What follows belongs to an exercise in optimizing a design on an open flow for small area; a production flow would make more cautious choices.
In this exercise RTL edits were held to simulation tests only and were not proved equivalent to the original.
No activity file was given, so power comes from the tool's default toggle rates.

$ cat flow/run.sh
#!/bin/bash
# synth_recipe.tcl (not shown) runs the flow's synth.tcl, then flattens the netlist and writes it again
# the make line also repeats each setting of config.mk as NAME=value (left out here)
make -C /OpenROAD-flow-scripts/flow DESIGN_CONFIG=/design/flow/config.mk WORK_HOME=/design/flow/orfs CLKGATE_MAP_FILE= SYNTH_SCRIPT=/design/flow/synth_recipe.tcl finish
$ cat flow/config.mk
export PLATFORM = sky130hd
export DESIGN_NAME = uButterfly
export DESIGN_NICKNAME = uButterfly
export VERILOG_FILES = /design/flow/design.v
export SDC_FILE = /design/flow/constraint.sdc
export NUM_CORES = 4
export LEC_CHECK = 0
export CAP_MARGIN = 20
export CORE_MARGIN = 2
export CORE_UTILIZATION = 40
export SLEW_MARGIN = 20
$ cat flow/constraint.sdc
create_clock -name core_clock -period 5.0 [get_ports {iClk}]
set_input_delay 1.0000 -clock core_clock [delete_from_list [all_inputs] [get_ports {iClk}]]
set_output_delay 1.0000 -clock core_clock [all_outputs]
set_load 0.01 [all_outputs]
$ cat flow/design.v
module parallelcnt (
    input wire iClk,
    input wire iRstN,
    input wire iA,
    input wire iB,
    output wire [1:0] oC
);
    assign oC = iA + iB;
endmodule
module cntwithen #(
    parameter BITWIDTH = 4  
) (
    input wire iClk,  
    input wire iRstN,  
    input wire iEn, 
    input wire iClr, 
    output reg [BITWIDTH - 1:0] oCnt
);
    always@(posedge iClk or negedge iRstN) begin
        if(~iRstN) begin
            oCnt <= 0;
        end else begin
            if(iClr) begin
                oCnt <= 0;
            end else begin
                oCnt <= oCnt + iEn;
            end
        end
    end
endmodule
module lsz # (
    parameter BITWIDTH = 4,
    parameter LOGBITWIDTH = $clog2(BITWIDTH)  
) (
    input wire [BITWIDTH - 1: 0] iGrey,  
    output wire [BITWIDTH - 1: 0] oOneHot,  
    output reg [LOGBITWIDTH - 1: 0] lszIdx  
);
    wire [BITWIDTH - 1: 0] tc;  
    genvar i;
    assign tc[0] = ~iGrey[0]; 
    generate 
        for (i = 1; i < BITWIDTH; i = i + 1) begin
            assign tc[i] = tc[i - 1] | ~iGrey[i];
        end
    endgenerate
    genvar j;
    assign oOneHot[0] = tc[0];
    generate 
        for(j = 1; j < BITWIDTH; j = j + 1) begin
            assign oOneHot[j] = tc[j - 1] ^ tc[j];
        end
    endgenerate
    always@(*) begin
        case(oOneHot)
            'd1 : lszIdx = 'd0;
            'd2 : lszIdx = 'd1;
            'd4 : lszIdx = 'd2;
            'd8 : lszIdx = 'd3;
            'd16 : lszIdx = 'd4;
            'd32 : lszIdx = 'd5;
            'd64 : lszIdx = 'd6;
            'd128 : lszIdx = 'd7;
            'd256 : lszIdx = 'd8;
            'd512 : lszIdx = 'd9;
            default : lszIdx = 'd0;
        endcase
    end
endmodule
module sobolrng_core #(
    parameter BITWIDTH = 8
) (
    input wire iClk,  
    input wire iRstN,  
    input wire iEn,
    input wire iClr,
    input wire [BITWIDTH - 1: 0] iOneHot,  
    input wire [BITWIDTH*BITWIDTH - 1: 0] dirVec,
    output reg [BITWIDTH - 1: 0] oRand  
);
    wire [BITWIDTH * BITWIDTH - 1: 0] orVec;
    wire [BITWIDTH - 1: 0] vec;
    assign orVec[BITWIDTH - 1: 0] = iOneHot[0] ? dirVec[BITWIDTH - 1: 0] : 0;
    genvar i;
    generate 
        for(i = 1; i < BITWIDTH; i = i + 1) begin
            assign orVec[(i+1)*BITWIDTH-1:i*BITWIDTH] = orVec[i*BITWIDTH-1:(i-1)*BITWIDTH] | (iOneHot[i] ? dirVec[(i+1)*BITWIDTH-1 : i*BITWIDTH] : 0);
        end
    endgenerate
    assign vec = orVec[BITWIDTH*BITWIDTH - 1: (BITWIDTH-1)*BITWIDTH];
    always@(posedge iClk or negedge iRstN) begin
        if(~iRstN) begin
            oRand <= 0;
        end else begin
            if(iClr) begin
                oRand <= 0;
            end else begin
                if(iEn) begin
                    oRand <= oRand ^ vec;
                end else begin 
                    oRand <= oRand;
                end 
            end 
        end
    end
endmodule
module sobolrng #(
    parameter BITWIDTH = 8
) (
    input wire iClk,  
    input wire iRstN,  
    input wire iEn, 
    input wire iClr, 
    output wire [BITWIDTH - 1: 0] sobolseq
);
    wire [BITWIDTH - 1: 0] cntNum;
    wire [BITWIDTH - 1: 0] oneHot;
    wire [BITWIDTH*BITWIDTH - 1: 0] dirVec;
    cntwithen #(
        .BITWIDTH(BITWIDTH)
    ) u_cntwithen (
        .iClk(iClk),
        .iRstN(iRstN),
        .iEn(iEn),
        .iClr(iClr),
        .oCnt(cntNum)
    );
    lsz #(
        .BITWIDTH(BITWIDTH)
    ) u_lsz (
        .iGrey(cntNum),
        .oOneHot(oneHot),
        .lszIdx()
    );
        assign dirVec[1*BITWIDTH-1 : 0*BITWIDTH] = 'd128;
        assign dirVec[2*BITWIDTH-1 : 1*BITWIDTH] = 'd64;
        assign dirVec[3*BITWIDTH-1 : 2*BITWIDTH] = 'd32;
        assign dirVec[4*BITWIDTH-1 : 3*BITWIDTH] = 'd16;
        assign dirVec[5*BITWIDTH-1 : 4*BITWIDTH] = 'd8;
        assign dirVec[6*BITWIDTH-1 : 5*BITWIDTH] = 'd4;
        assign dirVec[7*BITWIDTH-1 : 6*BITWIDTH] = 'd2;
        assign dirVec[8*BITWIDTH-1 : 7*BITWIDTH] = 'd1;
    sobolrng_core #(
        .BITWIDTH(BITWIDTH)
    ) u_sobolrng_core (
        .iClk(iClk),
        .iRstN(iRstN),
        .iEn(iEn),
        .iClr(iClr),
        .iOneHot(oneHot),
        .dirVec(dirVec),
        .oRand(sobolseq)
    );
endmodule
module uMUL_bi #(
    parameter BITWIDTH = 8
) (
    input wire iClk,
    input wire iRstN,
    input wire iA,
    input wire [BITWIDTH - 1: 0] iB,
    input wire loadB,
    input wire iClr,
    output reg oMult
);
    reg [BITWIDTH-1:0] iB_buff;  
    wire [BITWIDTH-1:0] sobolseqIn;
    wire [BITWIDTH-1:0] sobolseq;
    wire andTop;
    wire andBot;
    wire iA_inv = ~iA;
    always@(posedge iClk or negedge iRstN) begin
        if(~iRstN) begin
            iB_buff <= 0;
        end else begin
            if(loadB) begin
                iB_buff <= iB;
            end else begin
                iB_buff <= iB_buff;
            end
        end
    end
    sobolrng #(
        .BITWIDTH(BITWIDTH)
    ) u_sobolrngTop (
        .iClk(iClk),
        .iRstN(iRstN),
        .iEn(iA_inv), 
        .iClr(iClr),
        .sobolseq(sobolseqIn)
    );
    sobolrng #(
        .BITWIDTH(BITWIDTH)
    ) u_sobolrngBot (
        .iClk(iClk),
        .iRstN(iRstN),
        .iEn(iA), 
        .iClr(iClr),
        .sobolseq(sobolseq)
    );
    assign andTop = iA_inv & ~(iB_buff > sobolseqIn);
    assign andBot = iA & (iB_buff > sobolseq);
    always@(*) begin
        oMult <= andTop | andBot;
    end
endmodule
module uSADD #(
    parameter BINPUT = 2
) (
    input wire iClk,
    input wire iRstN, 
    input wire iA,
    input wire iB,
    output wire oC
);
    wire [BINPUT-1:0] PCout;
    reg [1:0] acc;
    parallelcnt u_parallelcnt (
        .iClk(iClk),
        .iRstN(iRstN),
        .iA(iA),
        .iB(iB),
        .oC(PCout)
    );
    always@(posedge iClk or negedge iRstN) begin
        if(~iRstN) begin
            acc <= 0;
        end else begin
            acc <= acc[0] + PCout;
        end
    end
    assign oC = acc[1];
endmodule
module uSSUB #(
    parameter BINPUT = 2
) (
    input wire iClk,
    input wire iRstN, 
    input wire iA,
    input wire iB,
    output wire oC
);
    wire [BINPUT-1:0] PCout;
    reg [1:0] acc;
    parallelcnt u_parallelcnt (
        .iClk(iClk),
        .iRstN(iRstN),
        .iA(iA),
        .iB(~iB),
        .oC(PCout)
    );
    always@(posedge iClk or negedge iRstN) begin
        if(~iRstN) begin
            acc <= 0;
        end else begin
            acc <= acc[0] + PCout;
        end
    end
    assign oC = acc[1];
endmodule
module uButterfly #(
    parameter BITWIDTH = 8,
              BINPUT = 2
) (
    input wire iClk,
    input wire iRstN,
    input wire loadW,
    input wire iClr,
    input wire iReal0,
    input wire iImg0,
    input wire iReal1,
    input wire iImg1,
    input wire [BITWIDTH-1:0] iwReal,
    input wire [BITWIDTH-1:0] iwImg,
    output wire oReal0,
    output wire oImg0,
    output wire oReal1,
    output wire oImg1
);
    wire eq_Real1_x_wReal;
    wire eq_Real1_x_wImg;
    wire eq_Img1_x_wReal;
    wire eq_Img1_x_wImg;
    wire scalerReal0;
    wire scalerImg0;
    wire real_eq;
    wire img_eq;
    reg biZero;
    always@(posedge iClk or negedge iRstN) begin
        if(~iRstN) begin 
            biZero <= 0;
        end else begin
            biZero <= ~biZero;
        end
    end
    uMUL_bi #(
        .BITWIDTH(BITWIDTH)
    )u_uMUL_bi_Real1_x_wReal (
        .iClk(iClk),
        .iRstN(iRstN),
        .iA(iReal1),
        .iB(iwReal),
        .loadB(loadW),
        .iClr(iClr),
        .oMult(eq_Real1_x_wReal)
    );
    uMUL_bi #(
        .BITWIDTH(BITWIDTH)
    ) u_uMUL_bi_Real1_x_wImg (
        .iClk(iClk),
        .iRstN(iRstN),
        .iA(iReal1),
        .iB(iwImg),
        .loadB(loadW),
        .iClr(iClr),
        .oMult(eq_Real1_x_wImg)
    );
    uMUL_bi #(
        .BITWIDTH(BITWIDTH)
    ) u_uMUL_bi_Img1_x_wReal (
        .iClk(iClk),
        .iRstN(iRstN),
        .iA(iImg1),
        .iB(iwReal),
        .loadB(loadW),
        .iClr(iClr),
        .oMult(eq_Img1_x_wReal)
    );
    uMUL_bi #(
        .BITWIDTH(BITWIDTH)
    ) u_uMUL_bi_Img1_x_wImg (
        .iClk(iClk),
        .iRstN(iRstN),
        .iA(iImg1),
        .iB(iwImg),
        .loadB(loadW),
        .iClr(iClr),
        .oMult(eq_Img1_x_wImg)
    );
    uSSUB #(
        .BINPUT(BINPUT)
    ) u_uSSUB_realeq (
        .iClk(iClk),
        .iRstN(iRstN),
        .iA(eq_Real1_x_wReal),
        .iB(eq_Img1_x_wImg),
        .oC(real_eq)
    );
    uSADD #(
        .BINPUT(BINPUT)
    ) u_uSADD_imgeq (
        .iClk(iClk),
        .iRstN(iRstN),
        .iA(eq_Real1_x_wImg),
        .iB(eq_Img1_x_wReal),
        .oC(img_eq) 
    );
    uSADD #(
        .BINPUT(BINPUT)
    ) u_uSADD_scalerReal (
        .iClk(iClk),
        .iRstN(iRstN),
        .iA(iReal0),
        .iB(biZero),
        .oC(scalerReal0)
    );
    uSADD #(
        .BINPUT(BINPUT)
    ) uSADD_scalerImg (
        .iClk(iClk),
        .iRstN(iRstN),
        .iA(iImg0),
        .iB(biZero),
        .oC(scalerImg0)
    );
    uSADD #(
        .BINPUT(BINPUT)
    ) u_uSADD_oReal0 (
        .iClk(iClk),
        .iRstN(iRstN),
        .iA(scalerReal0),
        .iB(real_eq),
        .oC(oReal0) 
    );
    uSADD #(
        .BINPUT(BINPUT)
    ) u_uSADD_oImg0 (
        .iClk(iClk),
        .iRstN(iRstN),
        .iA(scalerImg0),
        .iB(img_eq),
        .oC(oImg0) 
    );
    uSSUB #(
        .BINPUT(BINPUT)
    ) u_uSSUB_oReal1 (
        .iClk(iClk),
        .iRstN(iRstN),
        .iA(scalerReal0),
        .iB(real_eq),
        .oC(oReal1) 
    );
    uSSUB #(
        .BINPUT(BINPUT)
    ) u_uSSUB_oImg1 (
        .iClk(iClk),
        .iRstN(iRstN),
        .iA(scalerImg0),
        .iB(img_eq),
        .oC(oImg1) 
    );
endmodule
==> results of run 1 <==
==> power breakdown <==
part	internal (uW)	switching [uW]
combinational	196	213
clock	822	563
sequential	1410	89.2
==> kinds of logic (layout without fill, tap and decap cells) <==
kind of cell    after synthesis  after routing
mux                          14             14
compound gates              120            120
xor+xnor                     79             79
fa+ha+maj                    88             88
simple gates                277            277
buf+inv                      94            138
flops                       161            161
==> flip-flops by register name, indices dropped and copies added (netlist names), 8 cells and up <==
| signal | cells |
|---|---|
| u_uMUL_bi_Img1_x_wImg.u_sobolrngBot.u_cntwithen.oCnt | 8 |
| u_uMUL_bi_Img1_x_wImg.u_sobolrngBot.u_sobolrng_core.oRand | 8 |
| u_uMUL_bi_Img1_x_wImg.u_sobolrngTop.u_cntwithen.oCnt | 8 |
| u_uMUL_bi_Img1_x_wImg.u_sobolrngTop.u_sobolrng_core.oRand | 8 |
| u_uMUL_bi_Img1_x_wReal.iB_buff | 8 |
| u_uMUL_bi_Img1_x_wReal.u_sobolrngBot.u_cntwithen.oCnt | 8 |
| u_uMUL_bi_Img1_x_wReal.u_sobolrngBot.u_sobolrng_core.oRand | 8 |
| u_uMUL_bi_Img1_x_wReal.u_sobolrngTop.u_cntwithen.oCnt | 8 |
| u_uMUL_bi_Img1_x_wReal.u_sobolrngTop.u_sobolrng_core.oRand | 8 |
| u_uMUL_bi_Real1_x_wImg.iB_buff | 8 |
| u_uMUL_bi_Real1_x_wImg.u_sobolrngBot.u_cntwithen.oCnt | 8 |
| u_uMUL_bi_Real1_x_wImg.u_sobolrngBot.u_sobolrng_core.oRand | 8 |
| u_uMUL_bi_Real1_x_wImg.u_sobolrngTop.u_cntwithen.oCnt | 8 |
| u_uMUL_bi_Real1_x_wImg.u_sobolrngTop.u_sobolrng_core.oRand | 8 |
| u_uMUL_bi_Real1_x_wReal.u_sobolrngBot.u_cntwithen.oCnt | 8 |
| u_uMUL_bi_Real1_x_wReal.u_sobolrngBot.u_sobolrng_core.oRand | 8 |
| u_uMUL_bi_Real1_x_wReal.u_sobolrngTop.u_cntwithen.oCnt | 8 |
| u_uMUL_bi_Real1_x_wReal.u_sobolrngTop.u_sobolrng_core.oRand | 8 |
==> Yosys cell counts (7+ instances only) <==
master      n
nand2_1    23
nor3_1     15
xnor2_1    55
dfrtp_1   161
mux2_2     14
a21oi_1    48
o21ai_0    44
nor2_1     87
and3_1      7
or3_1      34
nand3_1    27
nor2b_1    27
ha_1       80
clkbuf_1   14
inv_1      73
nand4_1    21
fa_1        8
o211ai_1    7
nor3b_1    17
xor2_1     24
==> stage by stage <==
step	worst slack (ns)	hold slack, ns	std cells	util [%]	cell area [um2]
6_report	2.04	0.506	1152	46.4	9790
5_1_grt	1.87	0.543	1152	46.4	9790
4_1_cts	1.96	0.515	1152	46.4	9790
3_5_place_dp	1.54	0.506	1120	43.5	9170
3_3_place_gp	1.55	0.499	1120	43.5	9170
2_1_floorplan	2.62	0.477	833	-	8600
==> per-layer routing <==
metal | up-vias | share of wire (%)
met2 | 68 | 47
met1 | 2860 | 49
met4 | 0 | 1.0
li1 | 2925 | -
met3 | 13 | 2.7
met5 | - | 0
==> layout by cell type (no fill, tap or decap), types with 4 or more instances in the layout <==
master	count
dfrtp_1	161
nor2_1	87
ha_1	80
inv_1	73
xnor2_1	55
a21oi_1	48
o21ai_0	44
or3_1	34
nor2b_1	27
nand3_1	27
clkdlybuf4s50_1	25
xor2_1	24
nand2_1	23
nand4_1	21
nor3b_1	17
clkbuf_16	17
nor3_1	15
mux2_2	14
fa_1	8
o211ai_1	7
and3_1	7
buf_4	6
a211oi_1	5
a21o_1	5
o21a_1	4
nand4b_1	4
inv_6	4
==> layout make-up <==
cell class | count | area, um2
fill | 1988 | 11300
clock buffer | 19 | 453
sequential | 161 | 4030
tap | 275 | 344
multi-input combinational | 578 | 4210
inverter | 74 | 278
timing repair buffer | 32 | 309
clock inverter | 13 | 173
==> worst min path at each step <==
stage                                start                endpoint  slack (ns)  cells past startpoint
floorplan                           biZero                  biZero        0.48                      1
global placement                    biZero                  biZero        0.50                      1
detailed placement                  biZero                  biZero        0.51                      1
CTS                                 biZero                  biZero        0.52                      1
global route        uSADD_scalerImg.acc[0]  uSADD_scalerImg.acc[0]        0.54                      1
finish                              biZero                  biZero        0.51                      1
==> flow_metrics.py, run 1 <==
metrics = {
    "run_status": {
        "status": "no timing/DRC/antenna violations",
    },
    "place": {
        "dp_hpwl_um": 11300,
        "gp_congestion": 0.743,
        "io_buffers": 27,
    },
    "cts": {
        "clock-sinks": 161,
        "ctsHtreeMaxLevel": 4,
        "clk_latency_ns": 0.43,
        "post_cts_resized": 0,
        "clk_pin_slew_ns": 0.07,
        "post_cts.repair.setup_buffers": 0,
        "clock_path_buffers": 2,
        "ctsRootBufferMaster": "clkbuf_16",
        "cts_made_buffers": 17,
        "cts_tree": "built",
        "postCtsHoldBufs": 0,
    },
    "synth": {
        "yosys.area.top_type": "dfrtp_1",
        "synth-edff-count": 0,
        "yosysTopAreaCellShare_pct": 46.9,
        "syn_area_per_cell_um2": 10.3,
        "synth-seq-cells": 161,
        "synth_top_family_by_area": "simple AND/OR/NAND/NOR gates",
        "synth-adder-area-share_pct": 13.5,
        "syn-num-nets": 945,
        "synthCells": 833,
        "synth_compound_area_share_pct": 7.89,
        "synth_flop_cell": "dfrtp_1",
        "syn_area_mm2": 0.00860,
        "synth-simple-area-share_pct": 17.7,
        "yosysSeqAreaShare_pct": 46.9,
        "synth.distinct_cells": 40,
        "synth_xor_area_share_pct": 8.05,
        "synthArstFlopShare_pct": 100,
        "yosys_warnings": 7,
        "synthMuxAreaShare_pct": 1.83,
        "synthTopCellsByArea": "dfrtp_1 (47%), ha_1 (12%), xnor2_1 (5.6%), nor2_1 (3.8%), inv_1 (3.2%)",
    },
    "critical_path": {
        "reg2reg_depth": 7,
        "cp_top_family": "buffers and inverters",
        "cp_common_cell": "ha_1",
        "cp-end-kind": "flip-flop",
        "slowest_delay_ns": 1.06,
        "crit_path_start_kind": "input port",
        "crit_path_start": "iImg1",
        "criticalPathCategory": "in2reg",
        "cp_max_fo": 24,
        "critPathBufInv": 2,
        "cp_cell_sequence": "clkdlybuf4s50_1 > inv_1 > ha_1 > ha_1 > nand3_1 > xor2_1 > nor2_1",
        "rrSetupSlack_ns": 2.63,
        "crit_slowest_cell": "clkdlybuf4s50_1",
        "crit_arrival_ns": 3.26,
        "r2r-start": "u_uMUL_bi_Real1_x_wImg.iB_buff[1]",
        "regToRegEndpoint": "u_uSADD_imgeq.acc[0]",
        "cp.required_ns": 5.31,
        "crit_cells": 7,
    },
    "grt": {
        "grt.overflow.total": 0,
        "gr-usage-met3_pct": 3.45,
        "gr-max-usage-layer": "met2",
        "met1_usage_pct": 21.6,
        "grt_pass1_wl_um": 29200,
        "grt_antenna_before_repair": 0,
        "grt_pass1_vias": 6034,
        "grt_usage_pct": 16.3,
        "globalRouteMet2Util_pct": 26.9,
        "grt_start_max_net_pins": 110,
    },
    "sta": {
        "max-slew-margin-rel_pct": 39.5,
        "finalCriticalPeriod_ns": 2.96,
        "finalSetupViolCount": 0,
        "fmaxAchievable_ghz": 0.338,
        "setup_tns_ns": 0,
        "fin_worst_skew_ns": 0.0128,
        "min_period_over_period_pct": 59.1,
        "slew_violations": 0,
        "rsz0062_at_grt": "false",
        "hold_viol_final": 0,
        "tightestPinTransition_ns": 0.905,
    },
    "pwr": {
        "power.density_mw_per_mm2": 336,
        "total_power_uw": 3290,
        "leakage_uw": 0.00414,
        "vdd_drop_max_mv": 0.219,
    },
    "die": {
        "dieArea_mm2": 0.0227,
        "core_mm2": 0.0211,
        "die_x_um": 151,
        "dieHeight_um": 151,
        "start_util_pct": 40.8,
        "rows": 53,
        "ios": 28,
    },
    "drt": {
        "first_pass_iters": 4,
        "vias": 5866,
        "drtIter0Drc": 336,
        "vias_per_cell": 5.09,
        "wl_per_cell_um": 14.6,
        "postRouteAntennaNets": 0,
        "drc": 0,
        "wirelength_um": 16800,
    },
    "final_layout": {
        "final_layout_size_suffix_gt1_share_pct": 7.41,
        "area_delta_synth_final_pct": 13.9,
        "finalNetCount": 976,
        "antennaDiodeCount": 0,
    },
    "min_path": {
        "hold_path_class": "reg2reg",
    },
    "run": {
        "maxCapViolCount": 0,
    },
}
==> run 2: changes to the inputs <==
==> flow/design.v (replaced) <==
module uButterfly #(
    parameter BITWIDTH = 8,
              BINPUT = 2
) (
    input wire iClk,
    input wire iRstN,
    input wire loadW,
    input wire iClr,
    input wire iReal0,
    input wire iImg0,
    input wire iReal1,
    input wire iImg1,
    input wire [BITWIDTH-1:0] iwReal,
    input wire [BITWIDTH-1:0] iwImg,
    output wire oReal0,
    output wire oImg0,
    output wire oReal1,
    output wire oImg1
);
    reg biZero;
    reg [7:0] wReal, wImg;
    reg [8:0] cntR0, cntR1, cntI0, cntI1;    
    reg [1:0] accScR, accScI, accReq, accIeq;
    reg accR, accI;                           
    reg outR0, outR1, outI0, outI1;
    wire [8:0] selR = iReal1 ? cntR1 : cntR0;
    wire [8:0] selI = iImg1 ? cntI1 : cntI0;
    wire [7:0] randR, randI;
    genvar j;
    generate
        for (j = 0; j < 8; j = j + 1) begin : g_rand
            assign randR[j] = selR[7-j] ^ selR[8-j];
            assign randI[j] = selI[7-j] ^ selI[8-j];
        end
    endgenerate
    wire mRR = (wReal > randR) ^ ~iReal1;    
    wire mRI = (wImg  > randR) ^ ~iReal1;    
    wire mIR = (wReal > randI) ^ ~iImg1;     
    wire mII = (wImg  > randI) ^ ~iImg1;     
    wire [1:0] sumScR = accScR[0] + iReal0 + biZero;
    wire [1:0] sumScI = accScI[0] + iImg0 + biZero;
    wire [1:0] sumReq = accReq[0] + mRR + !mII;
    wire [1:0] sumIeq = accIeq[0] + mRI + mIR;
    wire scR = accScR[1];
    wire scI = accScI[1];
    wire req = accReq[1];
    wire ieq = accIeq[1];
    always @(posedge iClk or negedge iRstN) begin
        if (~iRstN) begin
            biZero <= 1'b0;
            wReal <= 8'd0;
            wImg <= 8'd0;
            cntR0 <= 9'd0;
            cntR1 <= 9'd0;
            cntI0 <= 9'd0;
            cntI1 <= 9'd0;
            accScR <= 2'd0;
            accScI <= 2'd0;
            accReq <= 2'd0;
            accIeq <= 2'd0;
            accR <= 1'b0;
            accI <= 1'b0;
            outR0 <= 1'b0;
            outR1 <= 1'b0;
            outI0 <= 1'b0;
            outI1 <= 1'b0;
        end else begin
            biZero <= ~biZero;
            if (loadW) begin
                wReal <= iwReal;
                wImg <= iwImg;
            end
            if (iClr) begin
                cntR0 <= 9'd0;
                cntR1 <= 9'd0;
                cntI0 <= 9'd0;
                cntI1 <= 9'd0;
            end else begin
                if (iReal1) cntR1 <= cntR1 + 9'd1;
                else        cntR0 <= cntR0 + 9'd1;
                if (iImg1)  cntI1 <= cntI1 + 9'd1;
                else        cntI0 <= cntI0 + 9'd1;
            end
            accScR <= sumScR;
            accScI <= sumScI;
            accReq <= sumReq;
            accIeq <= sumIeq;
            accR <= accR ^ scR ^ req;
            accI <= accI ^ scI ^ ieq;
            outR0 <= (scR & req) | (scR & accR) | (req & accR);
            outR1 <= (scR & !req) | (scR & (accR ^ biZero)) | (!req & (accR ^ biZero));
            outI0 <= (scI & ieq) | (scI & accI) | (ieq & accI);
            outI1 <= (scI & !ieq) | (scI & (accI ^ biZero)) | (!ieq & (accI ^ biZero));
        end
    end
    assign oReal0 = outR0;
    assign oReal1 = outR1;
    assign oImg0 = outI0;
    assign oImg1 = outI1;
endmodule
--- a/flow/config.mk
+++ b/flow/config.mk
@@ -7,2 +7,3 @@
 export LEC_CHECK = 0
+export ABC_AREA = 1
 export CAP_MARGIN = 20
==> run 2 against run 1 <==
Flip-flop and latch count shrank 94; critical path depth grew 3; cell count shrank 44%; via count shrank 46%; core utilization grew 0.89 points; critical path type unchanged.
==> flow_metrics.py, run 2 <==
metrics = {
    "die": {
        "ios": 28,
        "start_util_pct": 41.4,
        "dieHeight_um": 105,
        "rows": 36,
        "dieArea_mm2": 0.0110,
        "die_x_um": 105,
        "core_mm2": 0.00982,
    },
    "synth": {
        "yosysSeqAreaShare_pct": 41.3,
        "synth_common_cells": "nand2_1 (106), dfrtp_1 (67), inv_1 (57)",
        "synth-seq-cells": 67,
        "syn_area_mm2": 0.00406,
        "syn-num-nets": 542,
        "synthCells": 480,
        "synthTopCellsByArea": "dfrtp_1 (41%), ha_1 (9.9%), nand2_1 (9.8%), inv_1 (5.3%), o21ai_0 (5.0%)",
        "yosys.area.top_type": "dfrtp_1",
        "synth_flop_cell": "dfrtp_1",
        "synthArstFlopShare_pct": 100,
        "syn_area_per_cell_um2": 8.47,
        "yosys_warnings": 1,
        "yosysTopAreaCellShare_pct": 41.3,
        "yosysMostFrequentCell": "nand2_1",
        "synth.distinct_cells": 36,
        "synth-edff-count": 0,
    },
    "cts": {
        "clock-sinks": 67,
        "ctsHtreeMaxLevel": 3,
        "clock_path_buffers": 2,
        "post_cts_resized": 0,
        "postCtsHoldBufs": 0,
        "cts_made_buffers": 9,
        "post_cts.repair.setup_buffers": 0,
        "clk_latency_ns": 0.36,
        "ctsRootBufferMaster": "clkbuf_8",
        "cts_tree": "built",
        "clk_pin_slew_ns": 0.08,
    },
    "critical_path": {
        "cp_max_fo": 28,
        "cp-end-kind": "flip-flop",
        "crit_arrival_ns": 4.16,
        "cp.required_ns": 5.23,
        "crit_path_start_kind": "input port",
        "criticalPathCategory": "in2reg",
    },
    "drt": {
        "vias_per_cell": 4.93,
        "drtIter0Drc": 160,
        "first_pass_iters": 4,
        "wl_per_cell_um": 13.0,
        "drc": 0,
        "vias": 3188,
        "wirelength_um": 8400,
        "postRouteAntennaNets": 0,
    },
    "final_layout": {
        "area_delta_synth_final_pct": 14.4,
        "stdcell_count": 646,
        "layout_common_cells": "nand2_1 (106), dfrtp_1 (67), inv_1 (57)",
        "fin_area_mm2": 0.00465,
        "antennaDiodeCount": 0,
        "final_layout_size_suffix_gt1_share_pct": 8.77,
        "final_common_cell": "nand2_1",
        "finalNetCount": 570,
    },
    "place": {
        "gp_congestion": 0.890,
        "dp_slack_ns": 0.729,
        "dp_hpwl_um": 6350,
        "place_area_mm2": 0.00444,
        "io_buffers": 27,
        "dp_cells": 630,
    },
    "run": {
        "maxCapViolCount": 0,
    },
    "pwr": {
        "p_switching_uw": 441,
        "p_int_uw": 1010,
        "leakage_uw": 0.00204,
        "clock_power_share_pct": 32.9,
        "power_frac_comb_pct": 21.4,
        "vdd_drop_max_mv": 0.143,
        "sequentialPowerShare_pct": 45.7,
        "power_switching_share_pct": 30.4,
        "power.density_mw_per_mm2": 313,
    },
    "grt": {
        "grt_antenna_before_repair": 0,
        "grt.overflow.total": 0,
        "grt_pass1_wl_um": 14600,
        "grt_usage_pct": 16.7,
        "grt_start_max_net_pins": 37,
        "grt_pass1_vias": 3110,
    },
    "sta": {
        "fin_worst_skew_ns": 0.00628,
        "max-slew-margin-rel_pct": 32.4,
        "fmaxAchievable_ghz": 0.254,
        "fin_ws_ns": 1.07,
        "setup_tns_ns": 0,
        "fin_hold_ws_ns": 0.457,
        "rsz0062_at_grt": "false",
        "finalCriticalPeriod_ns": 3.93,
        "hold_viol_final": 0,
        "min_period_over_period_pct": 78.6,
        "slew_violations": 0,
        "finalSetupViolCount": 0,
        "tightestPinTransition_ns": 1.01,
    },
    "min_path": {
        "hold_path_class": "reg2reg",
    },
    "run_status": {
        "status": "no timing/DRC/antenna violations",
    },
}
==> run 2: cells by family (layout without fill, tap and decap cells) <==
family / count (synthesis) / after routing / share of synthesized area (%)
AO/OA/AOI/OAI: 76 / 76 / 9.85
XOR/XNOR: 19 / 19 / 4.09
adder cells (fa/ha/maj): 40 / 40 / 13.3
buffers and inverters: 72 / 105 / 7.42
flip-flops: 67 / 67 / 41.3
multiplexers: 10 / 10 / 2.77
AND/OR/NAND/NOR: 196 / 196 / 21.3
==> run 2: worst paths after layout <==
kind	start	endpoint	cells past startpoint	slack, ns
worst max-delay path	iReal1	accIeq[0]	10	1.07
worst min-delay path	cntR0[6]	cntR0[7]	1	0.46
worst max register to register	cntI0[2]	accReq[0]	12	2.27
worst min register to register	cntR0[6]	cntR0[7]	1	0.46
max in group asynchronous	iRstN	cntR0[5]	2	3.35
min in group asynchronous	iRstN	cntI0[1]	1	0.71
==> run 2: through the flow <==
stage | utilization, % | total power [uW]
floorplan | - | 864
global placement | 45.2 | 977
detailed placement | 45.2 | 986
CTS | 47.3 | 1480
global route | 47.3 | 1550
finish | 47.3 | 1450
==> run 2: per-layer routing <==
metal / GRT usage, % / vias to the layer above / wire length (um)
li1: - / 1609 / -
met1: 23.0 / 1515 / 4260
met2: 25.6 / 47 / 3710
met3: 3.68 / 17 / 268
met4: 6.86 / 0 / 160
met5: 0 / - / 0
==> run 2: layout make-up <==
class | count | area [um2]
Multi-Input combinational cell | 341 | 2090
Timing Repair Buffer | 30 | 288
Inverter | 59 | 221
Clock inverter | 6 | 72.6
Sequential cell | 67 | 1680
Clock buffer | 10 | 138
Fill cell | 1012 | 5170
Tap cell | 133 | 166
==> run 2: worst max-delay path: stages <==
cell and delay, ns:
clkdlybuf4s50_1 1.02, o21ai_0 0.31, xnor2_1 0.23, ha_1 0.32, nand2_1 0.07, nor2_1 0.16
nand3_1 0.09, o21ai_0 0.25, xor2_1 0.24, fa_1 0.46
==> run 2: power by group through the flow <==
stage / registers (uW) / logic [uW] / clock network, uW
3_3_place_gp: 675 / 302 / 0
4_1_cts: 666 / 318 / 492
6_report: 664 / 311 / 479
2_1_floorplan: 672 / 192 / 0
5_1_grt: 675 / 362 / 515
3_5_place_dp: 677 / 310 / 0
==> run 3: changes to the inputs <==
--- a/flow/config.mk
+++ b/flow/config.mk
@@ -7,3 +7,2 @@
 export LEC_CHECK = 0
-export ABC_AREA = 1
 export CAP_MARGIN = 20
==> run 3 against run 2 <==
Critical endpoint unchanged; still clean; synthesized cell count down 18%; worst hold slack better by 0.075 ns; largest power group unchanged; critical path type unchanged; wire length down 7.7%; sequential power up 1%; highest routed layer unchanged.
==> flow_metrics.py, run 3 <==
metrics = {
    "critical_path": {
        "r2r-start": "cntI1[3]",
        "crit_arrival_ns": 3.98,
        "reg2reg_depth": 10,
        "crit_path_start": "iImg1",
        "crit_cells": 11,
        "cp_top_family": "adder cells",
        "endpoint": "accIeq[0]",
        "cp_cell_sequence": "clkdlybuf4s50_1 > buf_4 > nand2_1 > o21ai_1 > ha_1 > clkinv_16 > maj3_2 > a31oi_1 > a311oi_2 > xnor2_1 > fa_1",
        "cp-end-kind": "flip-flop",
        "cp.required_ns": 5.22,
        "slowest_delay_ns": 0.68,
        "cp_max_fo": 17,
        "crit_slowest_cell": "clkdlybuf4s50_1",
        "regToRegEndpoint": "accIeq[0]",
        "critPathBufInv": 3,
        "crit_path_start_kind": "input port",
        "criticalPathCategory": "in2reg",
        "rrSetupSlack_ns": 2.13,
    },
    "sta": {
        "min_period_over_period_pct": 75.3,
        "slew_violations": 0,
        "fin_ws_ns": 1.24,
        "finalSetupViolCount": 0,
        "setup_tns_ns": 0,
        "fin_worst_skew_ns": 0.00548,
        "hold_viol_final": 0,
        "finalCriticalPeriod_ns": 3.76,
        "max-slew-margin-rel_pct": 42.6,
        "fmaxAchievable_ghz": 0.266,
        "tightestPinTransition_ns": 0.858,
        "fin_hold_ws_ns": 0.532,
        "rsz0062_at_grt": "false",
    },
    "final_layout": {
        "area_delta_synth_final_pct": 14.9,
        "final_common_cell": "dfrtp_1",
        "antennaDiodeCount": 0,
        "final_layout_size_suffix_gt1_share_pct": 6.87,
        "finalNetCount": 479,
        "layout_common_cells": "dfrtp_1 (67), nor2_1 (52), xor2_1 (35)",
        "stdcell_count": 558,
    },
    "die": {
        "dieHeight_um": 105,
        "rows": 37,
        "start_util_pct": 40.6,
        "dieArea_mm2": 0.0111,
        "core_mm2": 0.0101,
        "die_x_um": 105,
        "ios": 28,
    },
    "drt": {
        "drtIter0Drc": 103,
        "vias_per_cell": 4.89,
        "postRouteAntennaNets": 0,
        "drc": 0,
        "vias": 2728,
        "wl_per_cell_um": 13.9,
        "wirelength_um": 7750,
        "first_pass_iters": 4,
    },
    "place": {
        "dp_hpwl_um": 5720,
        "dp_slack_ns": 0.856,
        "io_buffers": 27,
        "gp_congestion": 0.804,
        "dp_cells": 542,
    },
    "synth": {
        "synth-seq-cells": 67,
        "synth_common_cells": "dfrtp_1 (67), nor2_1 (52), xor2_1 (35)",
        "yosys.area.top_type": "dfrtp_1",
        "syn_area_mm2": 0.00411,
        "yosys_warnings": 1,
        "syn-num-nets": 458,
        "synth_flop_cell": "dfrtp_1",
        "synthCells": 396,
        "synthTopCellsByArea": "dfrtp_1 (41%), ha_1 (9.7%), xor2_1 (7.5%), xnor2_1 (7.0%), nor2_1 (4.7%)",
        "yosysSeqAreaShare_pct": 40.8,
        "syn_area_per_cell_um2": 10.4,
        "synth.distinct_cells": 38,
        "synthArstFlopShare_pct": 100,
        "synth-edff-count": 0,
        "yosysTopAreaCellShare_pct": 40.8,
        "yosysMostFrequentCell": "dfrtp_1",
    },
    "cts": {
        "ctsHtreeMaxLevel": 3,
        "ctsRootBufferMaster": "clkbuf_8",
        "clk_latency_ns": 0.35,
        "post_cts.repair.setup_buffers": 0,
        "post_cts_resized": 0,
        "postCtsHoldBufs": 0,
        "cts_tree": "built",
        "clock-sinks": 67,
        "cts_made_buffers": 9,
        "clk_pin_slew_ns": 0.07,
        "clock_path_buffers": 2,
    },
    "pwr": {
        "leakage_uw": 0.00206,
        "power.density_mw_per_mm2": 334,
        "vdd_drop_max_mv": 0.152,
    },
    "run": {
        "maxCapViolCount": 0,
    },
    "min_path": {
        "hold_start": "accScI[0]",
        "hold_path_class": "reg2reg",
    },
    "grt": {
        "grt_antenna_before_repair": 0,
        "grt_usage_pct": 15.5,
        "grt_start_max_net_pins": 40,
        "grt.overflow.total": 0,
        "grt_pass1_wl_um": 13300,
        "grt_pass1_vias": 2734,
    },
    "run_status": {
        "status": "no timing/DRC/antenna violations",
    },
}
[run 3: cell count changes after synthesis, moves of 6 or more]
cell      previous run  this run
o21ai_1              2        10
xor2_1               5        35
inv_1               57        14
nor2b_1              0         8
nand2_1            106        17
nor3_1               8         2
clkbuf_1             5        13
mux2_2              10         0
nor2_1              38        52
mux2_1               0        14
o21ai_0             41         2
xnor2_1             14        33
nand4_1              4        11
nand3_1             25        11
[run 3: how the worst min path moves through the flow]
stage                      endpoint  slack (ns)  cells past startpoint
after global routing      accScR[0]        0.55                      1
after floorplan             wImg[3]        0.49                      1
final                     accScI[0]        0.53                      1
after CTS                 accScI[0]        0.54                      1
after global placement    accScI[0]        0.52                      1
after detailed placement  accScI[0]        0.51                      1
[run 3: through the flow]
stage / total power (uW) / util [%] / cell area [um2]
floorplan: 879 / - / 4110
global placement: 995 / 44.1 / 4470
detailed placement: 998 / 44.1 / 4470
CTS: 1600 / 46.6 / 4720
global route: 1680 / 46.6 / 4720
finish: 1580 / 46.6 / 4720
[run 3: worst reg2reg max path, stage by stage (launching register included)]
cell and delay [ns]:
dfrtp_1 0.48, xor2_1 0.19, a21oi_1 0.26, ha_1 0.29, a21o_1 0.18, a21oi_1 0.26
o221ai_1 0.16, a31oi_1 0.19, a311oi_2 0.06, xnor2_1 0.22, fa_1 0.46
[run 3: cells by family (layout without fill, tap and decap cells)]
family,after synthesis,after routing,share of synthesized area (%)
AND/OR/NAND/NOR,113,113,12.7
XOR/XNOR,70,70,15.3
flip-flops,67,67,40.8
AO/OA/AOI/OAI,48,48,7.00
adder cells (fa/ha/maj),42,42,13.7
buffers and inverters,36,62,4.66
multiplexers,20,20,5.90
[run 3: cell type report]
class / count / area (um2)
clock buffers: 11 / 131
clock inverters: 5 / 125
fillers: 945 / 5410
inverters: 15 / 82.6
multi-input cells: 293 / 2240
flip-flops and latches: 67 / 1680
well taps: 136 / 170
repair buffers: 31 / 295
[run 3: power by group]
part	leakage [uW]	switching, uW	internal [uW]	total [uW]
Clock	0.000128	205	381	586
Combinational	0.00108	155	165	319
Sequential	0.000858	53.9	618	672
Total	0.00206	413	1160	1580
[run 3: metal layers]
metal | global-route usage, % | routed length, um | vias to the layer above
met3 | 2.72 | 227 | 12
met5 | 0 | 0 | -
met2 | 23.0 | 3400 | 35
met4 | 8.86 | 200 | 0
li1 | - | - | 1376
met1 | 21.4 | 3920 | 1305
==> run 4: changes to the inputs <==
--- a/flow/design.v
+++ b/flow/design.v
@@ -47,2 +47,17 @@
     wire ieq = accIeq[1];
+    function [8:0] step(input [8:0] c, input en, input clr);
+        integer i;
+        reg t;
+        begin
+            t = en;
+            for (i = 0; i < 9; i = i + 1) begin
+                step[i] = ~clr & (c[i] ^ t);
+                t = t & c[i];
+            end
+        end
+    endfunction
+    wire [8:0] nxtR0 = step(cntR0, ~iReal1, iClr);
+    wire [8:0] nxtR1 = step(cntR1, iReal1, iClr);
+    wire [8:0] nxtI0 = step(cntI0, ~iImg1, iClr);
+    wire [8:0] nxtI1 = step(cntI1, iImg1, iClr);
     always @(posedge iClk or negedge iRstN) begin
@@ -72,13 +87,6 @@
             end
-            if (iClr) begin
-                cntR0 <= 9'd0;
-                cntR1 <= 9'd0;
-                cntI0 <= 9'd0;
-                cntI1 <= 9'd0;
-            end else begin
-                if (iReal1) cntR1 <= cntR1 + 9'd1;
-                else        cntR0 <= cntR0 + 9'd1;
-                if (iImg1)  cntI1 <= cntI1 + 9'd1;
-                else        cntI0 <= cntI0 + 9'd1;
-            end
+            cntR0 <= nxtR0;
+            cntR1 <= nxtR1;
+            cntI0 <= nxtI0;
+            cntI1 <= nxtI1;
             accScR <= sumScR;
==> flow/flow/run.sh (new file) <==
#!/bin/bash
# Layout flow: the standard ORFS flow with three changes that only affect cell area:
#  - synthesis maps with an area-oriented ABC script (flow/area.abc) and without the
#    half/full-adder cells (flow/synth.tcl is synth_recipe.tcl with the ABC script swapped);
#  - ports are buffered with sky130_fd_sc_hd__buf_1 instead of the default delay buffer;
#  - CTS uses small clock buffers and inserts no dummy loads.
# Each tool's output goes to the ORFS logs under orfs/logs/; make's own output to make.log.
set -euo pipefail
W=$(pwd)
RESULTS=$W/orfs/results/$FLOW_PLATFORM/uButterfly/base
export MY_ABC_SCRIPT=$W/flow/area.abc
make -C "$FLOW_HOME" DESIGN_CONFIG="$W/config.mk" WORK_HOME="$W/orfs" CLKGATE_MAP_FILE= \
  SYNTH_SCRIPT="$W/flow/synth.tcl" ADDER_MAP_FILE= \
  BUFFER_PORTS_ARGS="-buffer_cell sky130_fd_sc_hd__buf_1" \
  CTS_ARGS="-sink_clustering_enable -repair_clock_nets -dont_use_dummy_load -buf_list {sky130_fd_sc_hd__clkbuf_2 sky130_fd_sc_hd__clkbuf_4}" \
  finish > "$W/make.log" 2>&1
: # left out here: write the final layout as DEF
==> flow/flow/area.abc (new file) <==
strash
dc2
dch -f
amap
==> flow/flow/synth.tcl (new file) <==
# The standard synthesis script, with the ABC mapping script replaced by MY_ABC_SCRIPT
proc synth {args} { yosys synth -nofsm -noshare {*}$args }
proc abc {args} {
  set i [lsearch -exact $args -script]
  if {$i >= 0 && [info exists ::env(MY_ABC_SCRIPT)]} {
    lset args [expr {$i + 1}] $::env(MY_ABC_SCRIPT)
  }
  yosys abc {*}$args
}
source $::env(SCRIPTS_DIR)/synth.tcl
# left out here: clear keep_hierarchy, flatten, clean up, hide names made inside functions, write 1_2_yosys.v
==> flow/standard.sh (new file) <==
#!/bin/bash
# synth_recipe.tcl (not shown) runs the flow's synth.tcl, then flattens the netlist and writes it again
# the make line also repeats each setting of config.mk as NAME=value (left out here)
make -C /OpenROAD-flow-scripts/flow DESIGN_CONFIG=/design/flow/config.mk WORK_HOME=/design/flow/orfs CLKGATE_MAP_FILE= SYNTH_SCRIPT=/design/flow/synth_recipe.tcl "${@:-finish}"
removed: flow/run.sh
==> run 4 against run 3 <==
Flip-flop and latch count did not move; critical endpoint is now accReq[0]; global-route usage rose by 1.2 points; still clean; sequential share of layout area rose by 8.5 points; wire length fell by 3.4%; design area fell by 19%.
==> flow_metrics.py, run 4 <==
metrics = {
    "sta": {
        "rsz0062_at_grt": "false",
        "fmaxAchievable_ghz": 0.265,
        "hold_viol_final": 0,
        "min_period_over_period_pct": 75.4,
        "slew_violations": 0,
        "setup_tns_ns": 0,
        "finalSetupViolCount": 0,
        "fin_worst_skew_ns": 0.0368,
        "tightestPinTransition_ns": 0.693,
        "max-slew-margin-rel_pct": 53.8,
        "finalCriticalPeriod_ns": 3.77,
    },
    "final_layout": {
        "area_delta_synth_final_pct": 9.77,
        "fin_area_mm2": 0.00381,
        "final_common_cell": "nor2_1",
        "final_layout_size_suffix_gt1_share_pct": 3.22,
        "antennaDiodeCount": 0,
        "layout_common_cells": "nor2_1 (75), clkinv_1 (70), dfrtp_1 (67)",
        "finalNetCount": 492,
    },
    "cts": {
        "ctsRootBufferMaster": "clkbuf_4",
        "cts_made_buffers": 9,
        "clk_latency_ns": 0.41,
        "ctsHtreeMaxLevel": 3,
        "post_cts_resized": 0,
        "post_cts.repair.setup_buffers": 0,
        "postCtsHoldBufs": 0,
        "clk_pin_slew_ns": 0.11,
        "cts_tree": "built",
        "clock_path_buffers": 2,
        "clock-sinks": 67,
    },
    "synth": {
        "syn_area_mm2": 0.00347,
        "yosysMostFrequentCell": "nor2_1",
        "synth.distinct_cells": 27,
        "synthMuxAreaShare_pct": 0,
        "yosys_warnings": 1,
        "synthCells": 425,
        "synth_compound_area_share_pct": 24.7,
        "syn_area_per_cell_um2": 8.16,
        "yosysSeqAreaShare_pct": 48.3,
        "synth_flop_cell": "dfrtp_1",
        "synth_xor_area_share_pct": 0,
        "synth-simple-area-share_pct": 19.4,
        "yosysTopAreaCellShare_pct": 48.3,
        "yosys.area.top_type": "dfrtp_1",
        "synthTopCellsByArea": "dfrtp_1 (48%), nor2_1 (8.1%), clkinv_1 (7.6%), o22ai_1 (6.7%), nand2_1 (5.1%)",
        "syn-num-nets": 449,
        "synthArstFlopShare_pct": 100,
        "synth_top_family_by_area": "compound AO/OA/AOI/OAI gates",
        "synth-edff-count": 0,
        "synth_common_cells": "nor2_1 (75), clkinv_1 (70), dfrtp_1 (67)",
        "synth-seq-cells": 67,
        "synth-adder-area-share_pct": 0,
    },
    "grt": {
        "grt.overflow.total": 0,
        "grt_pass1_vias": 2785,
        "grt_usage_pct": 16.8,
        "grt_start_max_net_pins": 38,
        "grt_pass1_wl_um": 12900,
        "grt_antenna_before_repair": 0,
    },
    "drt": {
        "vias_per_cell": 5.25,
        "wirelength_um": 7490,
        "vias": 2999,
        "first_pass_iters": 4,
        "drtIter0Drc": 142,
        "drc": 0,
        "wl_per_cell_um": 13.1,
        "postRouteAntennaNets": 0,
    },
    "die": {
        "start_util_pct": 41.8,
        "die_x_um": 97.1,
        "dieArea_mm2": 0.00944,
        "dieHeight_um": 97.1,
        "core_mm2": 0.00830,
        "ios": 28,
        "rows": 33,
    },
    "critical_path": {
        "cp_top_family": "compound AO/OA/AOI/OAI gates",
        "cp.required_ns": 5.30,
        "reg2reg_depth": 14,
        "criticalPathCategory": "in2reg",
        "cp_common_cell": "o21ai_0",
        "cp_max_fo": 10,
        "critPathBufInv": 4,
        "rrSetupSlack_ns": 1.78,
        "crit_arrival_ns": 4.08,
        "crit_slowest_cell": "a2111oi_0",
        "cp_cell_sequence": "buf_1 > clkinv_1 > o22ai_1 > clkinv_1 > o21ai_0 > clkinv_1 > a2111o_1 > a2111oi_0 > o31a_1 > o21ai_0 > nand2_1 > o21ai_0 > o21ai_0 > nor2_1 > a21oi_1",
        "r2r-start": "cntI1[2]",
        "crit_path_start_kind": "input port",
        "regToRegEndpoint": "accReq[0]",
        "cp-end-kind": "flip-flop",
        "slowest_delay_ns": 0.50,
    },
    "place": {
        "place_area_mm2": 0.00374,
        "io_buffers": 27,
        "gp_congestion": 0.836,
        "dp_hpwl_um": 5460,
    },
    "min_path": {
        "whs_path_depth": 1,
        "hold_path_class": "reg2reg",
        "hold_start": "cntI0[8]",
        "min_to": "cntI0[8]",
    },
    "pwr": {
        "vdd_drop_max_mv": 0.109,
        "power.density_mw_per_mm2": 306,
        "leakage_uw": 0.00147,
    },
    "run": {
        "maxCapViolCount": 0,
    },
    "run_status": {
        "status": "no timing/DRC/antenna violations",
    },
}
-- run 4: cell count changes after synthesis, sizes merged, moves of 12 or more --
cell    change
inv        -14
xnor2      -33
mux2       -14
a211oi     +16
nand2      +30
clkinv     +69
xor2       -37
ha         -32
nor2       +23
o22ai      +35
clkbuf     -14
o21ai      +22
nor3b      +12
-- run 4: worst max path at each step --
stage,start,to,cells after the start
finish,iImg1,accReq[0],15
global route,iImg1,accReq[0],15
CTS,iImg1,accReq[0],15
detailed placement,iImg1,accReq[0],15
global placement,iReal1,accIeq[1],13
floorplan,iImg1,accReq[0],14
-- run 4: worst register-to-register path, delay by kind of cell (launching register included) --
kind | cells | cell delay, ns
simple gates | 2 | 0.16
compound gates | 9 | 2.24
buf+inv | 3 | 0.38
flops | 1 | 0.34
-- run 4: cell families (layout without fill, tap and decap cells) --
family,Yosys count,count (layout)
buffers and inverters,70,111
AOI/OAI and AO/OA,132,132
DFF,67,67
and+or+nand+nor,156,156
-- run 4: routing by layer --
metal  GRT usage (%)  up-vias  share of wire (%)  wire [um]
li1                -     1593                  -          -
met1            24.6     1323                 52       3890
met2            24.2       74                 41       3080
met3            4.10        9                5.4        407
met4            5.96        0                1.4        106
met5               0        -                  0          0
-- run 4: through the flow --
step | instances | worst slack, ns | total power (uW) | hold WS (ns) | util (%)
after floorplan | 425 | 1.44 | 840 | 0.440 | -
after global placement | 562 | 1.01 | 921 | 0.463 | 45.1
after detailed placement | 562 | 0.821 | 930 | 0.468 | 45.1
after CTS | 571 | 1.24 | 1180 | 0.480 | 45.9
after global routing | 571 | 0.721 | 1250 | 0.493 | 45.9
final | 571 | 1.23 | 1160 | 0.478 | 45.9
-- run 4: where the power goes --
group          internal (uW)  switching (uW)  leakage [uW]
sequential               603            37.2      0.000861
combinational            102             177      0.000570
clock                   83.7             161     0.0000414
total                    789             375       0.00147
-- run 4: layout make-up --
| cell class | instances | area [um2] |
|---|---|---|
| clock buffer | 9 | 67.6 |
| multi-input combinational | 288 | 1530 |
| inverter | 70 | 263 |
| sequential | 67 | 1680 |
| timing repair buffer | 32 | 140 |
| fill | 827 | 4490 |
| tap | 105 | 131 |
==> run 5: changes to the inputs <==
--- a/flow/flow/run.sh
+++ b/flow/flow/run.sh
@@ -14,3 +14,3 @@
   BUFFER_PORTS_ARGS="-buffer_cell sky130_fd_sc_hd__buf_1" \
-  CTS_ARGS="-sink_clustering_enable -repair_clock_nets -dont_use_dummy_load -buf_list {sky130_fd_sc_hd__clkbuf_2 sky130_fd_sc_hd__clkbuf_4}" \
+  CTS_ARGS="-repair_clock_nets -dont_use_dummy_load -buf_list {sky130_fd_sc_hd__clkbuf_16}" \
   finish > "$W/make.log" 2>&1
==> flow/flow/area.abc (replaced) <==
strash
&get -n
&deepsyn -T 60
&put
dch -f
amap -F 50 -A 50
--- a/flow/config.mk
+++ b/flow/config.mk
@@ -10,2 +10,3 @@
 export CORE_UTILIZATION = 40
+export GPL_TIMING_DRIVEN = 0
 export SLEW_MARGIN = 20
==> run 5 against run 4 <==
Flip-flop and latch count is the same; die area shrank 8.0%; critical path depth grew 1; clock skew shrank 0.026 ns; synthesized area shrank 8.3%; register-to-register slack gained 0.19 ns; wire length shrank 8.7%; core utilization grew 1.8 points; setup slack lost 0.68 ns.
==> flow_metrics.py, run 5 <==
metrics = {
    "critical_path": {
        "cp.required_ns": 5.19,
        "cp-end-kind": "flip-flop",
        "cp_max_fo": 14,
        "rrSetupSlack_ns": 1.97,
        "crit_arrival_ns": 4.64,
        "criticalPathCategory": "in2reg",
        "crit_path_start_kind": "input port",
    },
    "pwr": {
        "vdd_drop_max_mv": 0.193,
        "leakage_uw": 0.00152,
        "total_power_uw": 1390,
        "power.density_mw_per_mm2": 377,
    },
    "synth": {
        "synth.distinct_cells": 20,
        "yosysSeqAreaShare_pct": 52.7,
        "yosysMostFrequentCell": "nor2_1",
        "syn_area_per_cell_um2": 8.96,
        "yosys.area.top_type": "dfrtp_1",
        "yosys_warnings": 1,
        "synth-seq-cells": 67,
        "synthTopCellsByArea": "dfrtp_1 (53%), nor2_1 (8.4%), o22ai_1 (7.1%), clkinv_1 (4.4%), nor3_1 (4.2%)",
        "synthCells": 355,
        "synth_common_cells": "nor2_1 (71), dfrtp_1 (67), clkinv_1 (37)",
        "synth-edff-count": 0,
        "synthArstFlopShare_pct": 100,
        "synth_flop_cell": "dfrtp_1",
        "yosysTopAreaCellShare_pct": 52.7,
        "syn_area_mm2": 0.00318,
        "syn-num-nets": 379,
    },
    "cts": {
        "cts_tree": "built",
        "clk_pin_slew_ns": 0.05,
        "clock_path_buffers": 2,
        "ctsHtreeMaxLevel": 3,
        "ctsRootBufferMaster": "clkbuf_16",
        "clock-sinks": 67,
        "clk_latency_ns": 0.32,
        "postCtsHoldBufs": 0,
        "cts_made_buffers": 9,
    },
    "die": {
        "start_util_pct": 41.2,
        "core_mm2": 0.00773,
        "die_x_um": 93.2,
        "dieArea_mm2": 0.00868,
        "dieHeight_um": 93.2,
        "rows": 32,
        "ios": 28,
    },
    "sta": {
        "hold_viol_final": 0,
        "slew_violations": 0,
        "finalCriticalPeriod_ns": 4.45,
        "min_period_over_period_pct": 88.9,
        "setup_tns_ns": 0,
        "max-slew-margin-rel_pct": 54.7,
        "tightestPinTransition_ns": 0.679,
        "fin_worst_skew_ns": 0.0109,
        "fmaxAchievable_ghz": 0.225,
        "rsz0062_at_grt": "false",
        "finalSetupViolCount": 0,
    },
    "drt": {
        "vias": 2718,
        "postRouteAntennaNets": 0,
        "wl_per_cell_um": 13.8,
        "first_pass_iters": 4,
        "wirelength_um": 6840,
        "drc": 0,
        "vias_per_cell": 5.49,
        "drtIter0Drc": 127,
    },
    "final_layout": {
        "area_delta_synth_final_pct": 15.9,
        "final_layout_size_suffix_gt1_share_pct": 3.56,
        "stdcell_count": 495,
        "regArea_mm2": 0.00168,
        "final_common_cell": "nor2_1",
        "layout_common_cells": "nor2_1 (71), dfrtp_1 (67), clkinv_1 (36), o22ai_1 (36), nor3_1 (27)",
        "fillCellCount": 714,
        "multi_input_comb_area_mm2": 0.00137,
        "finalNetCount": 419,
        "antennaDiodeCount": 0,
    },
    "place": {
        "dp_hpwl_um": 4940,
        "dp_cells": 486,
        "gp_congestion": 0.863,
        "io_buffers": 27,
    },
    "run_status": {
        "status": "no timing/DRC/antenna violations",
    },
    "grt": {
        "grt_start_max_net_pins": 37,
        "grt_pass1_vias": 2603,
        "grt_pass1_wl_um": 12000,
        "grt.overflow.total": 0,
        "grt_antenna_before_repair": 0,
        "grt_usage_pct": 17.4,
    },
    "min_path": {
        "hold_path_class": "reg2reg",
    },
    "run": {
        "maxCapViolCount": 0,
    },
}
==> run 5: cell count changes in the layout (fill, tap and decap cells not counted), sizes merged, moves of 8 or more <==
cell    delta
clkinv    -34
nor3      +16
o22a      +13
and3      +10
a211oi    -12
nor3b      -8
o21ai     -22
nand2     -27
==> run 5: logic make-up (layout without fill, tap and decap cells) <==
| kind of cell | count (synthesis) | count (layout) | share of synthesized area, % |
|---|---|---|---|
| AND/OR/NAND/NOR | 142 | 142 | 19.9 |
| AO/OA/AOI/OAI | 109 | 109 | 23.1 |
| flip-flops | 67 | 67 | 52.7 |
| buffers and inverters | 37 | 75 | 4.37 |
==> run 5: worst paths after layout <==
path	depth (start not counted)	endpoint	start
max in group asynchronous	2	wImg[6]	iRstN
hold reg to reg	1	cntI1[8]	cntI1[8]
hold / removal	1	cntI1[8]	cntI1[8]
setup / recovery	16	accIeq[0]	iImg1
min in group asynchronous	1	cntI0[8]	iRstN
setup reg to reg	14	accIeq[0]	cntI1[6]
==> run 5: cell type report <==
| type | instances | share of cell area (%) |
|---|---|---|
| clock buffer | 9 | 6.11 |
| inverter | 37 | 3.87 |
| multi-input combinational | 251 | 37.0 |
| sequential | 67 | 45.5 |
| tap | 102 | 3.46 |
| timing repair buffer | 29 | 4.07 |
==> run 5: stage by stage <==
| step | hold slack, ns | setup WS [ns] | util (%) | cell area (um2) |
|---|---|---|---|---|
| after global routing | 0.486 | 0.00872 | 47.7 | 3690 |
| final | 0.467 | 0.553 | 47.7 | 3690 |
| after detailed placement | 0.467 | 0.115 | 44.7 | 3450 |
| after floorplan | 0.440 | 1.52 | - | 3180 |
| after CTS | 0.475 | 0.414 | 47.6 | 3680 |
| after global placement | 0.459 | 0.218 | 44.1 | 3410 |
==> run 5: report_power, final <==
group	leakage, uW	switching [uW]	internal, uW	total [uW]
combinational	0.000562	144	94.9	239
clock	0.000111	192	314	506
sequential	0.000847	40.5	605	645
total	0.00152	376	1010	1390
==> run 5: metal layers <==
metal	share of wire (%)	track usage, %	routed length (um)	up-vias
met5	0	0	0	-
met4	0.34	6.13	23	0
met3	3.7	4.92	254	2
met2	45	25.9	3070	48
met1	51	24.4	3490	1293
li1	-	-	-	1375
==> run 5: worst max-delay path, stage by stage <==
cell and delay, ns:
clkdlybuf4s15_1 0.58, clkinvlp_4 0.49, o22ai_1 0.38, nand2_1 0.08
o21ai_0 0.19, a21oi_1 0.13, a222oi_1 0.36, nor3_1 0.11
a221o_1 0.28, a222oi_1 0.21, o21bai_1 0.18, nor2_1 0.07
a21oi_1 0.19, o21ai_0 0.17, nor2_1 0.16, a21oi_1 0.06
==> run 5: repair_timing <==
| item | 4_1_cts | 5_1_grt |
|---|---|---|
| resized for setup | 0 | 2 |
| buffers inserted | 0 | 0 |
| setup endpoints to repair | 0 | 4 |
==> run 6: changes to the inputs <==
--- a/flow/flow/run.sh
+++ b/flow/flow/run.sh
@@ -14,3 +14,3 @@
   BUFFER_PORTS_ARGS="-buffer_cell sky130_fd_sc_hd__buf_1" \
-  CTS_ARGS="-repair_clock_nets -dont_use_dummy_load -buf_list {sky130_fd_sc_hd__clkbuf_16}" \
+  CTS_ARGS="-sink_clustering_enable -repair_clock_nets -dont_use_dummy_load -sink_clustering_size 40 -sink_clustering_max_diameter 200 -buf_list {sky130_fd_sc_hd__clkbuf_8 sky130_fd_sc_hd__clkbuf_16}" \
   finish > "$W/make.log" 2>&1
==> run 6 against run 5 <==
Setup slack worse by 0.034 ns; design area decreased by 2.7%; combinational power barely moved; power shrank 13%; synthesized area stayed put; die area did not move; sequential power hardly changed; critical endpoint is now accReq[1]; largest power group unchanged; highest routed layer unchanged.
==> flow_metrics.py, run 6 <==
metrics = {
    "sta": {
        "fmaxAchievable_ghz": 0.223,
        "slew_violations": 0,
        "rsz0062_at_grt": "false",
        "hold_viol_final": 0,
        "fin_worst_skew_ns": 0.0125,
        "finalCriticalPeriod_ns": 4.48,
        "setup_tns_ns": 0,
        "tightestPinTransition_ns": 0.708,
        "finalSetupViolCount": 0,
        "min_period_over_period_pct": 89.6,
        "max-slew-margin-rel_pct": 52.8,
    },
    "synth": {
        "yosysTopAreaCellShare_pct": 52.7,
        "syn_area_mm2": 0.00318,
        "synthTopCellsByArea": "dfrtp_1 (53%), nor2_1 (8.4%), o22ai_1 (7.1%), clkinv_1 (4.4%), nor3_1 (4.2%)",
        "synthArstFlopShare_pct": 100,
        "synthCells": 355,
        "synth_flop_cell": "dfrtp_1",
        "synth-edff-count": 0,
        "synth_common_cells": "nor2_1 (71), dfrtp_1 (67), clkinv_1 (37)",
        "yosys_warnings": 1,
        "syn_area_per_cell_um2": 8.96,
        "yosys.area.top_type": "dfrtp_1",
        "syn-num-nets": 379,
        "yosysSeqAreaShare_pct": 52.7,
        "synth-seq-cells": 67,
        "yosysMostFrequentCell": "nor2_1",
        "synth.distinct_cells": 20,
    },
    "grt": {
        "grt_start_max_net_pins": 37,
        "grt_usage_pct": 17.3,
        "grt_pass1_vias": 2601,
        "grt.overflow.total": 0,
        "grt_pass1_wl_um": 11900,
        "grt_antenna_before_repair": 0,
    },
    "critical_path": {
        "slowest_delay_ns": 0.63,
        "cp_max_fo": 14,
        "crit_path_start_kind": "input port",
        "cp.required_ns": 5.22,
        "cp-end-kind": "flip-flop",
        "criticalPathCategory": "in2reg",
        "cp_common_cell": "nor2_1",
        "crit_arrival_ns": 4.71,
        "cp_cell_sequence": "clkdlybuf4s15_1 > clkinvlp_4 > o22ai_1 > nand2_1 > o21ai_0 > a21oi_1 > a222oi_1 > nor3_1 > a221o_1 > a222oi_1 > o21bai_1 > nand2_1 > o21ai_0 > nor2_1 > a21o_1 > nor2_1 > nor2_1",
        "crit_slowest_cell": "clkdlybuf4s15_1",
    },
    "cts": {
        "ctsRootBufferMaster": "clkbuf_8",
        "cts_tree": "built",
        "clk_pin_slew_ns": 0.07,
        "clk_latency_ns": 0.33,
        "ctsHtreeMaxLevel": 3,
        "cts_made_buffers": 9,
        "postCtsHoldBufs": 0,
        "post_cts.repair.setup_buffers": 0,
        "clock_path_buffers": 2,
        "post_cts_resized": 0,
        "clock-sinks": 67,
    },
    "final_layout": {
        "final_layout_size_suffix_gt1_share_pct": 3.56,
        "area_delta_synth_final_pct": 12.7,
        "final_common_cell": "nor2_1",
        "fillCellCount": 724,
        "antennaDiodeCount": 0,
        "layout_common_cells": "nor2_1 (71), dfrtp_1 (67), clkinv_1 (36), o22ai_1 (36), nor3_1 (27)",
        "fin_util_pct": 46.4,
        "finalNetCount": 419,
        "fin_area_mm2": 0.00359,
    },
    "drt": {
        "drtIter0Drc": 124,
        "wl_per_cell_um": 13.7,
        "vias": 2690,
        "first_pass_iters": 4,
        "drc": 0,
        "wirelength_um": 6800,
        "postRouteAntennaNets": 0,
        "vias_per_cell": 5.43,
    },
    "run_status": {
        "status": "no timing/DRC/antenna violations",
    },
    "pwr": {
        "power_switching_share_pct": 29.3,
        "p_int_uw": 859,
        "sequentialPowerShare_pct": 53.1,
        "p_switching_uw": 355,
        "clock_power_share_pct": 27.4,
        "leakage_uw": 0.00147,
        "power_frac_comb_pct": 19.5,
        "vdd_drop_max_mv": 0.212,
        "power.density_mw_per_mm2": 338,
    },
    "place": {
        "io_buffers": 27,
        "dp_hpwl_um": 4940,
        "place_area_mm2": 0.00345,
        "gp_congestion": 0.863,
    },
    "die": {
        "dieHeight_um": 93.2,
        "core_mm2": 0.00773,
        "ios": 28,
        "start_util_pct": 41.2,
        "dieArea_mm2": 0.00868,
        "rows": 32,
        "die_x_um": 93.2,
    },
    "min_path": {
        "hold_path_class": "reg2reg",
    },
    "run": {
        "maxCapViolCount": 0,
    },
}
==> run 6: cell counts after synthesis <==
No cell type changed its count.
==> run 6: worst max-delay path: cells and delay by family <==
family	cells	cell delay [ns]
buffers and inverters	2	1.14
and+or+nand+nor	6	0.52
AOI/OAI and AO/OA	9	2.05
==> run 6: area by class of cell <==
class                   count  area [um2]  share of cell area, %
inverters                  37         143                   3.98
repair buffers             29         150                   4.19
well taps                 102         128                   3.56
multi-input cells         251        1370                   38.1
clock buffers               9         124                   3.45
flip-flops and latches     67        1680                   46.8
==> run 6: worst paths after layout <==
kind	startpoint	endpoint	slack [ns]	depth (start not counted)
min	cntI1[8]	cntI1[8]	0.47	1
max in group asynchronous	iRstN	wImg[6]	4.09	2
max	iImg1	accReq[1]	0.52	17
max reg2reg	cntI1[6]	accReq[1]	1.99	15
min in group asynchronous	iRstN	cntI0[8]	0.49	1
min reg2reg	cntI1[8]	cntI1[8]	0.47	1
==> run 6: metrics by stage <==
| step | total power, uW | cells | hold WS (ns) | setup WS [ns] |
|---|---|---|---|---|
| finish | 1210 | 495 | 0.468 | 0.518 |
| global route | 1290 | 495 | 0.481 | 0.0558 |
| CTS | 1230 | 495 | 0.476 | 0.457 |
| detailed placement | 892 | 486 | 0.467 | 0.115 |
| global placement | 875 | 484 | 0.459 | 0.218 |
| floorplan | 810 | 355 | 0.440 | 1.52 |
==> run 6: kinds of logic after synthesis <==
logic type,synth area share [%]
simple gates,19.9
compound gates,23.1
flops,52.7
buf+inv,4.37
==> run 6: metal layers <==
layer	vias up	track usage (%)	part of all wire [%]
met1	1261	24.5	51
met2	42	25.5	43
met5	-	0	0
met4	0	6.50	2.0
li1	1374	-	-
met3	13	4.43	3.8
==> run 6: power by group through the flow <==
stage / Clock [uW] / Sequential (uW) / Combinational, uW
2_1_floorplan: 0 / 653 / 158
3_3_place_gp: 0 / 651 / 224
3_5_place_dp: 0 / 654 / 238
4_1_cts: 345 / 644 / 239
5_1_grt: 366 / 652 / 271
6_report: 332 / 644 / 237

## static timing again, ports no longer ideal
How much do the figures lean on ideal ports? The routed layouts below were timed once more, with nothing changed but the port constraints.
Step 1 assumes that a clkbuf_16 drives the clock port and a buf_2 every other input.
Step 2 times the ports against the registers' clock, not the clock port: input delays grow and output delays shrink by t, the midpoint of the rising clock arrivals with the driver on.
a / b / c = no drivers / after step 1 / after step 2; a / b = the first two.
run | t (ns) | setup slack, ns | worst setup path at the end
run 1 | 0.465 | 2.044 / 2.052 / 1.587 | input to register
run 2 | 0.391 | 1.070 / 1.080 / 0.689 | input to register
run 3 | 0.378 | 1.236 / 1.239 / 0.861 | input to register
run 4 | 0.416 | 1.229 / 1.231 / 0.815 | input to register
run 5 | 0.348 | 0.553 / 0.562 / 0.215 | input to register
run 6 | 0.355 | 0.518 / 0.525 / 0.170 | input to register
After both steps every run listed still meets setup and hold. The setup slack of run 1, which loses most, moves by +0.008 ns with the drivers and by -0.457 ns with both steps.
